Background: an optimization exercise with open tools, aiming at small area, a short achievable clock period and few clock cycles. Do not read the settings as production practice. At most, simulation tests tie the RTL to the original design; equivalence was not proved.

==> inputs of run a <==
Design mult, start of the top module:
module mult #(parameter XLEN = 32, parameter NUM_STAGE = 4)
(
    input clock, reset,
    input start,
    input [1:0] sign,
    input [XLEN-1:0] mcand, mplier,
    output [(2*XLEN)-1:0] product,
    output logic done
);
clock: 10.0 ns
lec_check: 0
abc_area: 1
cap_margin: 20
core_margin: 2
core_utilization: 40
cts_cluster_diameter: 120
cts_cluster_size: 22
place_density: 0.6
slew_margin: 20
synth_hierarchical: 1
standard.sh (not shown) runs the stock make flow with config.mk's settings and CLKGATE_MAP_FILE= SYNTH_SCRIPT=/design/flow/synth_recipe.tcl, a recipe that flattens the netlist after the stock synthesis.
==> flow/flow/run.sh <==
#!/bin/bash
set -euo pipefail
bash standard.sh SETUP_SLACK_MARGIN=6.8 "BUFFER_PORTS_ARGS=-buffer_cell sky130_fd_sc_hd__buf_2" finish > flow_make.log 2>&1
==> run b: changes against run a <==
==> flow/flow/run.sh (replaced) <==
#!/bin/bash
set -euo pipefail
bash standard.sh SETUP_SLACK_MARGIN=6.6 "BUFFER_PORTS_ARGS=-buffer_cell sky130_fd_sc_hd__buf_2" finish > flow_make.log 2>&1
--- a/flow/config.mk
+++ b/flow/config.mk
@@ -7,3 +7,3 @@
 export LEC_CHECK = 0
-export ABC_AREA = 1
+export ABC_AREA = 0
 export CAP_MARGIN = 20
@@ -11,4 +11,4 @@
 export CORE_UTILIZATION = 40
-export CTS_CLUSTER_DIAMETER = 120
-export CTS_CLUSTER_SIZE = 22
+export CTS_CLUSTER_DIAMETER = 100
+export CTS_CLUSTER_SIZE = 20
 export PLACE_DENSITY = 0.6
==> run notes <==
Status: run a timing/DRC/antenna clean; run b timing/DRC/antenna clean
Worst-Margin Slew: run a 904 ps; run b 932 ps
Layout-stage area growth over the synthesis result: run a 12.6%; run b 12.2%
Met1 global-route usage: run a 36.2%; run b 33.4%
Wirelength per Cell: run a 25.5 microns; run b 26.9 microns
Met2 track demand over resource: run a 43.5%; run b 40.5%
Most frequent cell after synthesis: run a sky130_fd_sc_hd__nand2_1; run b sky130_fd_sc_hd__xnor2_1
Clock Pin Slew Worst Setup and Hold Paths: run a 100 ps; run b 90 ps
Detailed Routing Iterations Pass 1: run a 5; run b 6
Inverter count of the layout excluding clock inverters: run a 451; run b 66
Effective utilization at floorplan: run a 40.2%; run b 40.5%
Worst Setup EP: run a t4[197]$_DFF_P_; run b p[63]$_DFF_P_
FF+latch area: run a 0.00734 sq mm; run b 0.00738 sq mm
Number of setup buffers added after CTS: run a 18; run b 34
Endpoint of the most critical register-to-register path: run a t4[197]$_DFF_P_; run b p[63]$_DFF_P_
No run of this note included a check of the RTL's function; only the layout flow was run.

==> inputs of v36 <==
mult, a different RTL version from the one above (not shown whole).
==> flow/config.mk <==
export PLATFORM = sky130hd
export DESIGN_NAME = mult
export DESIGN_NICKNAME = mult
export VERILOG_FILES = /design/flow/design.v
export SDC_FILE = /design/flow/constraint.sdc
export NUM_CORES = 4
export LEC_CHECK = 0
export ABC_AREA = 1
export CAP_MARGIN = 20
export CORE_MARGIN = 2
export CORE_UTILIZATION = 40
export CTS_CLUSTER_DIAMETER = 100
export CTS_CLUSTER_SIZE = 20
export PLACE_DENSITY = 0.6
export SLEW_MARGIN = 20
export SYNTH_HIERARCHICAL = 1
==> flow/constraint.sdc <==
create_clock -name core_clock -period 10.0 [get_ports {clock}]
set_input_delay 2.0000 -clock core_clock [delete_from_list [all_inputs] [get_ports {clock}]]
set_output_delay 2.0000 -clock core_clock [all_outputs]
set_load 0.01 [all_outputs]
==> flow/flow/run.sh <==
#!/bin/bash
set -euo pipefail
bash standard.sh SETUP_SLACK_MARGIN=6.75 "BUFFER_PORTS_ARGS=-buffer_cell sky130_fd_sc_hd__buf_1" finish > flow_make.log 2>&1
==> v17: changes against v36 <==
--- a/flow/config.mk
+++ b/flow/config.mk
@@ -14,3 +14,4 @@
 export PLACE_DENSITY = 0.6
 export SLEW_MARGIN = 20
 export SYNTH_HIERARCHICAL = 1
+export TNS_END_PERCENT = 5
==> v20: changes against v36 <==
==> flow/flow/run.sh (replaced) <==
#!/bin/bash
set -euo pipefail
bash standard.sh SETUP_SLACK_MARGIN=6.75 "BUFFER_PORTS_ARGS=-buffer_cell sky130_fd_sc_hd__buf_2" finish > flow_make.log 2>&1
==> qor.csv <==
metric,value,unit
status,"complete, no violations",
area post-placement,32600,um^2
Worst path max stage delay,0.55,ns
Worst Setup EP,p[56],
Tcrit/Tclk final,0.327,
combined area of the multi-input logic cells,23200,um^2
Total GRT Usage,0.257,
met2 wire length,47.2,mm
antenna violations before repair,1,
DRT iter0 DRCs,2803,
fin area,35300,um^2
PnR worst setup slack,6.73,ns
sequential share of cell area,0.203,
(the above is from v36)
==> qor.csv <==
metric,value,unit
status,"complete, no violations",
Total GRT Usage,0.257,
Worst path max stage delay,0.74,ns
"Avg Cell Area, Syn",10.0,um^2
CP Capture Type,flop,
Tcrit/Tclk final,0.337,
met2 wire length,46.0,mm
antenna violations before repair,1,
DRT iter0 DRCs,2610,
fin area,34800,um^2
PnR worst setup slack,6.63,ns
"Distinct cells, synth",30,
combined area of the multi-input logic cells,23000,um^2
hold path endpoint,vld[1],
Total Die Area,81500,um^2
area post-placement,32600,um^2
CP Max Fanout,33,
Worst Setup EP,t4[110],
(the above is from v17)
==> qor.csv <==
metric,value,unit
PnR worst setup slack,6.73,ns
"Reg clk slew, reported paths",0.08,ns
Total GRT Usage,0.255,
multiplexer area fraction after synthesis,0,
sequential share of cell area,0.202,
DRT iter0 DRCs,2707,
root cell of the clock tree,clkbuf_16,
met2 wire length,46.5,mm
status,"complete, no violations",
fin area,35500,um^2
Worst Setup EP,p[52],
placed cell count,4069,
critical path launch point type,flop,
Post-Synth Adder-Cell Area,0.361,
"Distinct cells, synth",30,
bufs w/o clock,243,
area post-placement,32700,um^2
combined area of the multi-input logic cells,23200,um^2
(the above is from v20)
Testbench counts of v36, summed over its fixed seeds: cycles 7,056.
Testbench counts of v17, summed over its fixed seeds: cycles 7,056.
Testbench counts of v20, summed over its fixed seeds: cycles 7,056.

==> inputs of 04-28 <==
mult, a different RTL version from the one above (not shown whole).
// mult
module mult #(parameter XLEN = 32, parameter NUM_STAGE = 4)
(
    input clock, reset,
    input start,
    input [1:0] sign,
    input [XLEN-1:0] mcand, mplier,
    output [(2*XLEN)-1:0] product,
    output logic done
);
Settings: LEC_CHECK=0, ABC_AREA=1, CAP_MARGIN=20, CORE_MARGIN=2, CORE_UTILIZATION=40, PLACE_DENSITY=0.6, SLEW_MARGIN=20, SYNTH_HIERARCHICAL=1; clock period 10.0 ns.
run.sh (not shown) runs the stock make flow with config.mk's settings and CLKGATE_MAP_FILE= SYNTH_SCRIPT=/design/flow/synth_recipe.tcl, a recipe that flattens the netlist after the stock synthesis.
Stock flow here: none of the scripts above is used.
==> 08-24 (differences from 04-28) <==
--- a/flow/design.v
+++ b/flow/design.v
@@ -1691,15 +1691,16 @@
     mult_fa u478 (.a(t4[237]), .b(c60_419), .c(s61_420), .s(s61_478), .co(c61_478));
     wire s62_479, c62_479;
     mult_fa u479 (.a(1'b1), .b(c61_420), .c(hs62_43), .s(s62_479), .co(c62_479));
     wire s63_480, c63_480;
     mult_fa u480 (.a(t4[240]), .b(t4[241]), .c(hc62_43), .s(s63_480), .co(c63_480));
     wire [63:0] row0 = {c62_479, c61_478, c60_477, c59_476, c58_475, c57_474, c56_473, c55_472, c54_471, c53_470, c52_469, c51_468, c50_467, c49_466, c48_465, c47_464, c46_463, c45_462, c44_461, c43_460, c42_459, c41_458, c40_457, c39_456, c38_455, c37_454, c36_453, c35_452, c34_451, c33_450, c32_449, c31_448, c30_447, c29_446, c28_445, c27_444, c26_443, c25_442, c24_441, c23_440, c22_439, c21_438, c20_437, c19_436, c18_435, c17_434, c16_433, c15_432, c14_431, c13_430, c12_429, c11_428, c10_427, c9_426, c8_425, c7_424, c6_423, c5_422, c4_421, hc3_45, hc2_44, t4[5], t4[2], t4[0]};
     wire [63:0] row1 = {s63_480, s62_479, s61_478, s60_477, s59_476, s58_475, s57_474, s56_473, s55_472, s54_471, s53_470, s52_469, s51_468, s50_467, s49_466, s48_465, s47_464, s46_463, s45_462, s44_461, s43_460, s42_459, s41_458, s40_457, s39_456, s38_455, s37_454, s36_453, s35_452, s34_451, s33_450, s32_449, s31_448, s30_447, s29_446, s28_445, s27_444, s26_443, s25_442, s24_441, s23_440, s22_439, s21_438, s20_437, s19_436, s18_435, s17_434, s16_433, s15_432, s14_431, s13_430, s12_429, s11_428, s10_427, s9_426, s8_425, s7_424, s6_423, s5_422, s4_421, hs3_45, hs2_44, 1'b0, t4[1]};
-    assign product = row0 + row1;
+    logic [63:0] p;
+    assign product = p;
     always_ff @(posedge clock) begin
         ar <= a;
         one[0] <= one0_d;
         two[0] <= two0_d;
         neg[0] <= neg0_d;
         one[1] <= one1_d;
         two[1] <= two1_d;
@@ -1987,21 +1988,22 @@
         t4[235] <= pp15_31;
         t4[236] <= pp16_29;
         t4[237] <= hc60_40;
         t4[238] <= pp15_32;
         t4[239] <= pp16_30;
         t4[240] <= pp15_33;
         t4[241] <= pp16_31;
+        p <= row0 + row1;
     end
-    logic [1:0] vld;
+    logic [2:0] vld;
     always_ff @(posedge clock) begin
         if (reset) vld <= '0;
-        else vld <= {vld[0:0], start};
+        else vld <= {vld[1:0], start};
     end
-    assign done = vld[1];
+    assign done = vld[2];
 endmodule
 module mult_fa (input a, b, c, output s, co);
     assign s = a ^ b ^ c;
     assign co = (a & b) | (a & c) | (b & c);
 endmodule
 module mult_ha (input a, b, output s, co);
     assign s = a ^ b;
==> flow/flow/run.sh (new file) <==
#!/bin/bash
set -euo pipefail
bash standard.sh SETUP_SLACK_MARGIN=6.6 "BUFFER_PORTS_ARGS=-buffer_cell sky130_fd_sc_hd__buf_2" finish > flow_make.log 2>&1
==> flow/standard.sh (new file) <==
#!/bin/bash
# synth_recipe.tcl (not shown) runs the flow's synth.tcl, then flattens the netlist and writes it again
# the make line also repeats each setting of config.mk as NAME=value (left out here)
make -C /OpenROAD-flow-scripts/flow DESIGN_CONFIG=/design/flow/config.mk WORK_HOME=/design/flow/orfs CLKGATE_MAP_FILE= SYNTH_SCRIPT=/design/flow/synth_recipe.tcl "${@:-finish}"
removed: flow/run.sh
==> 03-19 (differences from 04-28) <==
--- a/flow/design.v
+++ b/flow/design.v
@@ -1691,15 +1691,16 @@
     mult_fa u478 (.a(t4[237]), .b(c60_419), .c(s61_420), .s(s61_478), .co(c61_478));
     wire s62_479, c62_479;
     mult_fa u479 (.a(1'b1), .b(c61_420), .c(hs62_43), .s(s62_479), .co(c62_479));
     wire s63_480, c63_480;
     mult_fa u480 (.a(t4[240]), .b(t4[241]), .c(hc62_43), .s(s63_480), .co(c63_480));
     wire [63:0] row0 = {c62_479, c61_478, c60_477, c59_476, c58_475, c57_474, c56_473, c55_472, c54_471, c53_470, c52_469, c51_468, c50_467, c49_466, c48_465, c47_464, c46_463, c45_462, c44_461, c43_460, c42_459, c41_458, c40_457, c39_456, c38_455, c37_454, c36_453, c35_452, c34_451, c33_450, c32_449, c31_448, c30_447, c29_446, c28_445, c27_444, c26_443, c25_442, c24_441, c23_440, c22_439, c21_438, c20_437, c19_436, c18_435, c17_434, c16_433, c15_432, c14_431, c13_430, c12_429, c11_428, c10_427, c9_426, c8_425, c7_424, c6_423, c5_422, c4_421, hc3_45, hc2_44, t4[5], t4[2], t4[0]};
     wire [63:0] row1 = {s63_480, s62_479, s61_478, s60_477, s59_476, s58_475, s57_474, s56_473, s55_472, s54_471, s53_470, s52_469, s51_468, s50_467, s49_466, s48_465, s47_464, s46_463, s45_462, s44_461, s43_460, s42_459, s41_458, s40_457, s39_456, s38_455, s37_454, s36_453, s35_452, s34_451, s33_450, s32_449, s31_448, s30_447, s29_446, s28_445, s27_444, s26_443, s25_442, s24_441, s23_440, s22_439, s21_438, s20_437, s19_436, s18_435, s17_434, s16_433, s15_432, s14_431, s13_430, s12_429, s11_428, s10_427, s9_426, s8_425, s7_424, s6_423, s5_422, s4_421, hs3_45, hs2_44, 1'b0, t4[1]};
-    assign product = row0 + row1;
+    logic [63:0] p;
+    assign product = p;
     always_ff @(posedge clock) begin
         ar <= a;
         one[0] <= one0_d;
         two[0] <= two0_d;
         neg[0] <= neg0_d;
         one[1] <= one1_d;
         two[1] <= two1_d;
@@ -1987,21 +1988,22 @@
         t4[235] <= pp15_31;
         t4[236] <= pp16_29;
         t4[237] <= hc60_40;
         t4[238] <= pp15_32;
         t4[239] <= pp16_30;
         t4[240] <= pp15_33;
         t4[241] <= pp16_31;
+        p <= row0 + row1;
     end
-    logic [1:0] vld;
+    logic [2:0] vld;
     always_ff @(posedge clock) begin
         if (reset) vld <= '0;
-        else vld <= {vld[0:0], start};
+        else vld <= {vld[1:0], start};
     end
-    assign done = vld[1];
+    assign done = vld[2];
 endmodule
 module mult_fa (input a, b, c, output s, co);
     assign s = a ^ b ^ c;
     assign co = (a & b) | (a & c) | (b & c);
 endmodule
 module mult_ha (input a, b, output s, co);
     assign s = a ^ b;
==> summary of the runs <==
The highest clock skew belongs to 03-19, the lowest to 04-28.
Synthesized area: 03-19 is higher than 04-28 (4.1%).
Critical path depth, lowest first: 08-24, 03-19, 04-28.
Sequential share of layout area: 08-24 > 03-19 > 04-28.
The lowest design area belongs to 04-28, the highest to 03-19.
Against 03-19, the wire length of 08-24 is higher by about 1.7%.
The highest global-route usage belongs to 04-28, the lowest to 03-19.
The lowest register-to-register slack belongs to 04-28, the highest to 08-24.
Testbench counts of 08-24, summed over its fixed seeds: cycles 7,056.
Testbench counts of 03-19, summed over its fixed seeds: cycles 7,056.
Only the layout flow was run in 04-28; the RTL was not checked for function there.

==> try-sierra <==
Another version of the RTL of mult (not shown whole).
==> flow/config.mk <==
export PLATFORM = sky130hd
export DESIGN_NAME = mult
export DESIGN_NICKNAME = mult
export VERILOG_FILES = /design/flow/design.v
export SDC_FILE = /design/flow/constraint.sdc
export NUM_CORES = 4
export LEC_CHECK = 0
export ABC_AREA = 1
export CAP_MARGIN = 20
export CORE_MARGIN = 2
export CORE_UTILIZATION = 40
export PLACE_DENSITY = 0.6
export SLEW_MARGIN = 20
export SYNTH_HIERARCHICAL = 1
==> flow/constraint.sdc <==
create_clock -name core_clock -period 10.0 [get_ports {clock}]
set_input_delay 2.0000 -clock core_clock [delete_from_list [all_inputs] [get_ports {clock}]]
set_output_delay 2.0000 -clock core_clock [all_outputs]
set_load 0.01 [all_outputs]
standard.sh (not shown) runs the stock make flow with config.mk's settings and CLKGATE_MAP_FILE= SYNTH_SCRIPT=/design/flow/synth_recipe.tcl, a recipe that flattens the netlist after the stock synthesis.
==> flow/flow/run.sh <==
#!/bin/bash
set -euo pipefail
bash standard.sh SETUP_SLACK_MARGIN=6.6 "BUFFER_PORTS_ARGS=-buffer_cell sky130_fd_sc_hd__buf_2" finish > flow_make.log 2>&1
==> try-fjord: changes against try-sierra <==
Settings changed: CTS_BUF_LIST from default to sky130_fd_sc_hd__clkbuf_4 sky130_fd_sc_hd__clkbuf_8, CTS_CLUSTER_SIZE from default to 20.
==> try-juniper: changes against try-sierra <==
Settings changed: CTS_BUF_LIST from default to sky130_fd_sc_hd__clkbuf_8, CTS_CLUSTER_SIZE from default to 30.
==> flow_summary.ini <==
[status]
status = finished clean

[cells_and_area]
syn2layout_area_growth_pct = 10.8
clkbuf_count = 118
sh_seq_area = 0.208
final_util = 0.446

[routing]
wl_met1_mm = 47.6
wl_met2_mm = 51.1

[global_routing]
gr-usage-met3 = 0.0970

[timing]
timing.slew.headroom = 0.337
fin_crit_ns = 3.37

[cts]
htreeDepth = 3
root_buffer = clkbuf_8

[worst_setup_path]
worstSetupEndpoint = t4[142]
path_buf_inv = 2
[end of results for try-fjord]
==> flow_summary.ini <==
[worst_setup_path]
path_buf_inv = 2
worstSetupEndpoint = t4[130]

[cells_and_area]
clkbuf_count = 98
sh_seq_area = 0.209

[status]
status = finished clean

[cts]
root_buffer = clkbuf_8
htreeDepth = 3

[timing]
fin_crit_ns = 3.36
timing.slew.headroom = 0.314

[global_routing]
gr-usage-met3 = 0.0952

[routing]
wl_met2_mm = 50.8
wl_met1_mm = 47.5
[end of results for try-juniper]
==> flow_summary.ini <==
[cells_and_area]
clkbuf_count = 64
sh_seq_area = 0.209
final_util = 0.446

[routing]
wl_met1_mm = 48.0
wl_met2_mm = 51.3

[status]
status = finished clean

[global_routing]
gr-usage-met3 = 0.0882

[worst_setup_path]
path_buf_inv = 3

[timing]
timing.slew.headroom = 0.309
fin_crit_ns = 3.34
[end of results for try-sierra]
No run of this note included a check of the RTL's function; only the layout flow was run.

## separate check: timing with driven ports
In the flow no input, the clock included, has a driving cell. The finished layouts below were timed again as built, in two steps.
Step 1, drivers: a clkbuf_16 drives clock and a buf_2 each remaining input, both assumed.
Step 2 moves the port delays by t, midway between the first and last clock arrival at a register: inputs arrive t later, outputs are due t later. That takes back most of the time a late clock gives input paths.
Three values: no drivers, after step 1, after step 2; two values: the first two.
| run | shift t [ns] | setup slack, ns | slew at the worst register clock pin (ns) |
|---|---|---|---|
| run a | 0.669 | 6.771 / 6.771 / 6.771 | 0.10 / 0.10 |
| run b | 0.661 | 6.290 / 6.290 / 6.290 | 0.09 / 0.09 |
| v36 | 0.666 | 6.729 / 6.729 / 6.729 | 0.09 / 0.09 |
| v17 | 0.663 | 6.634 / 6.634 / 6.634 | 0.09 / 0.09 |
| v20 | 0.665 | 6.728 / 6.728 / 6.728 | 0.09 / 0.09 |
| 04-28 | 0.631 | 3.757 / 3.694 / 4.325 | 0.07 / 0.07 |
| 08-24 | 0.681 | 6.629 / 6.629 / 6.629 | 0.07 / 0.07 |
| 03-19 | 0.672 | 6.227 / 6.227 / 6.227 | 0.07 / 0.07 |
| try-sierra | 0.679 | 6.657 / 6.657 / 6.657 | 0.07 / 0.07 |
| try-fjord | 0.738 | 6.633 / 6.633 / 6.633 | 0.07 / 0.07 |
| try-juniper | 0.744 | 6.636 / 6.636 / 6.636 | 0.07 / 0.07 |
After both steps every run listed still meets setup and hold.
